This design comes from an exercise in tuning for small area on the open sky130 flow, not from production work. RTL that was checked went through simulation tests only; none was proved equivalent to the original. Power and IR drop assume default switching activity.

Setup of rev 12:
==> module FIR_filter, before the edit <==
module FIR_filter #(parameter order = 10)(
	input logic clk,
	input logic reset,
	input logic x_valid,
	input logic signed [23:0] x,
	input logic [16*order - 1:0] h,
	output logic signed [39:0] y
);
	localparam int R = order - 1;		 
	logic [23:0] ring [0:R - 1];		 
	logic [23:0] hold;			 
	logic [3:0] age;			 
	logic pend;				 
	logic ins;				 
	logic last;				 
	logic [3:0] left;			 
	logic [3:0] nvalid;			 
	logic [3:0] k;				 
	logic use_k;				 
	logic [39:0] acc;
	wire [23:0] tail = ring[R - 1];
	wire [23:0] smp_n = last ? hold : tail;
	logic [3:0] age_n, left_n, nvalid_n, k_n;
	logic pend_n, use_n;
	always_comb begin
		if (reset) begin
			pend_n = 1'b0;
			left_n = '0;
			nvalid_n = '0;
			age_n = R - 1;
		end else if (x_valid) begin
			pend_n = 1'b1;
			left_n = order;
			nvalid_n = (nvalid == order) ? nvalid : nvalid + 4'd1;
			age_n = (age == 0) ? R : age;
		end else begin
			pend_n = pend & ~ins;
			left_n = (left != 0) ? left - 4'd1 : left;
			nvalid_n = nvalid;
			if (pend && !ins)
				age_n = (age == 1) ? R : age - 4'd1;	 
			else
				age_n = (age == 0) ? R - 1 : age - 4'd1;	 
		end
		k_n = (left_n == 1) ? 4'd0 : age_n;
		use_n = (left_n != 0) && (k_n < nvalid_n);
	end
	logic [order - 1:0] sel;		 
	always_comb
		for (int j = 0; j < order; j++) sel[j] = use_k && k == j;
	logic [15:0] tap;
	genvar b;
	generate
	for (b = 0; b < 16; b++) begin : tap_mux
		sel_or10 u_mux (.sel(sel), .d({h[144 + b], h[128 + b], h[112 + b], h[96 + b], h[80 + b],
			h[64 + b], h[48 + b], h[32 + b], h[16 + b], h[b]}), .y(tap[b]));
	end
	endgenerate
	logic [39:0] sum;
	mac_mult u_mult (.act(left != 0), .a(tap), .bn(smp_n), .acc(acc), .p(sum));
	always_ff @(posedge clk) begin
		ring[0] <= ins ? hold : tail;
		for (int i = 1; i < R; i++) ring[i] <= ring[i - 1];
		if (x_valid) hold <= ~x;
		acc <= x_valid ? 40'hAAAE000000 : sum;
		k <= k_n;
		use_k <= use_n;
		pend <= pend_n;
		ins <= pend_n && age_n == R;
		last <= left_n == 1;
		left <= left_n;
		nvalid <= nvalid_n;
		age <= age_n;
	end
	assign y = acc;
endmodule
==> flow/config.mk <==
export PLATFORM = sky130hd
export DESIGN_NAME = FIR_filter
export DESIGN_NICKNAME = FIR_filter
export VERILOG_FILES = /design/flow/design.v
export SDC_FILE = /design/flow/constraint.sdc
export NUM_CORES = 4
export LEC_CHECK = 0
export CAP_MARGIN = 0
export CORE_MARGIN = 2
export CORE_UTILIZATION = 60
export SLEW_MARGIN = 0
export SYNTH_HIERARCHICAL = 1
==> flow/constraint.sdc <==
create_clock -name core_clock -period 10.0 [get_ports {clk}]
set_input_delay 2.0000 -clock core_clock [delete_from_list [all_inputs] [get_ports {clk}]]
set_output_delay 2.0000 -clock core_clock [all_outputs]
set_load 0.01 [all_outputs]
standard.sh (not shown) runs the stock make flow with config.mk's settings and CLKGATE_MAP_FILE= SYNTH_SCRIPT=/design/flow/synth_recipe.tcl, a recipe that flattens the netlist after the stock synthesis.
==> flow/flow/run.sh <==
#!/bin/bash
# The standard layout, with three changes to how it is made:
#  - ports are buffered with the smallest buffer (buf_1) instead of the default choice;
#  - before floorplanning, combinational cells that synthesis upsized are set back to their
#    smallest size (downsize.tcl); the flow's timing repair upsizes again where needed;
#  - clock tree synthesis adds no dummy load cells.
# make's full output goes to flow_make.log; each step's log is under orfs/logs/.
set -euo pipefail
here=$(pwd)
bash standard.sh \
  "BUFFER_PORTS_ARGS=-buffer_cell sky130_fd_sc_hd__buf_1" \
  "PRE_FLOORPLAN_TCL=$here/flow/downsize.tcl" \
  "CTS_ARGS=-sink_clustering_enable -repair_clock_nets -sink_clustering_size 20 -sink_clustering_max_diameter 70 -buf_list sky130_fd_sc_hd__clkbuf_8 -dont_use_dummy_load" \
  finish > "$here/flow_make.log" 2>&1
==> flow/flow/downsize.tcl <==
# Set every combinational cell that is not a buffer, delay or clock cell to the smallest
# size of its kind (for example a22oi_2 -> a22oi_1). Sequential cells are left alone.
set db [ord::get_db]
set n 0
foreach inst [[ord::get_db_block] getInsts] {
  set master [$inst getMaster]
  set name [$master getName]
  if { ![regexp {^sky130_fd_sc_hd__([a-z0-9]+)_([0-9]+)$} $name -> base drive] } { continue }
  if { [regexp {^(df|edf|sdf|sedf|dl|clk|buf|dly|conb|tap|fill|decap|diode|probe|lpflow)} $base] } { continue }
  set best $master
  foreach d {0 1 2} {
    set cand [$db findMaster "sky130_fd_sc_hd__${base}_$d"]
    if { $cand ne "NULL" && [$cand getWidth] < [[set best] getWidth] } { set best $cand }
  }
  if { $best ne $master } {
    replace_cell [$inst getName] [$best getName]
    incr n
  }
}
puts "downsize.tcl: resized $n instances"
Rev 12 finished every step from synthesis to the final layout, and the layout passed the timing, design-rule and antenna checks.
Setup changes, rev 12 to rev 13
diff --git a/flow/design.v b/flow/design.v
--- a/flow/design.v
+++ b/flow/design.v
@@ -1157,11 +1157,11 @@
 	logic [3:0] nvalid;			 
 	logic [3:0] k;				 
 	logic use_k;				 
 	logic [39:0] acc;
 	wire [23:0] tail = ring[R - 1];
-	wire [23:0] smp_n = last ? hold : tail;
+	wire [23:0] smp_n = ~(last ? hold : tail);	 
 	logic [3:0] age_n, left_n, nvalid_n, k_n;
 	logic pend_n, use_n;
 	always_comb begin
 		if (reset) begin
 			pend_n = 1'b0;
@@ -1199,11 +1199,11 @@
 	logic [39:0] sum;
 	mac_mult u_mult (.act(left != 0), .a(tap), .bn(smp_n), .acc(acc), .p(sum));
 	always_ff @(posedge clk) begin
 		ring[0] <= ins ? hold : tail;
 		for (int i = 1; i < R; i++) ring[i] <= ring[i - 1];
-		if (x_valid) hold <= ~x;
+		if (x_valid) hold <= x;
 		acc <= x_valid ? 40'hAAAE000000 : sum;
 		k <= k_n;
 		use_k <= use_n;
 		pend <= pend_n;
 		ins <= pend_n && age_n == R;
--- outcome ---
From rev 12 to rev 13 the numbers moved as follows: final-layout worst hold slack shows a reduction of 0.016 ns, clock-buffer cell count lower, internal power component down 20%, proportion of layout cells with a drive suffix above 1 moved up, final critical delay including setup and external delays went down 0.70 ns.
Power dissipated by switching net loads delta (rev 13 − rev 12): favourable
The combinational share of power reported for rev 13 is smaller than that of rev 12 by 12 points.
Compared with rev 12, rev 13 shows a higher detailed route wirelength on metal2.
~same footprint of the multi-input gates in rev 12 and rev 13
The RTL of rev 13 was laid out without a check of its function.

-- what the ideal ports hide --
The results above use ideal ports. As a check the final layouts listed here were re-extracted and re-timed, cells and wires unchanged.
Step 1, drivers: a clkbuf_16 drives clk and a buf_2 each remaining input, both assumed.
Step 2 moves the port delays by t, midway between the first and last clock arrival at a register: inputs arrive t later, outputs are due t later. That takes back most of the time a late clock gives input paths.
Slacks: no drivers / after step 1 / after step 2; pairs: no drivers / after step 1.
run	t, ns	setup WS [ns]	hold slack, ns	pins driven straight from the clock port
rev 12	0.587	0.796 / 0.823 / 0.237	0.269 / 0.269 / 0.269	1
rev 13	0.579	1.500 / 1.525 / 0.946	0.253 / 0.253 / 0.253	1
After both steps every run listed still meets setup and hold. For rev 12, which loses most, drivers alone change the setup slack by +0.027 ns; drivers and shift together by -0.559 ns.
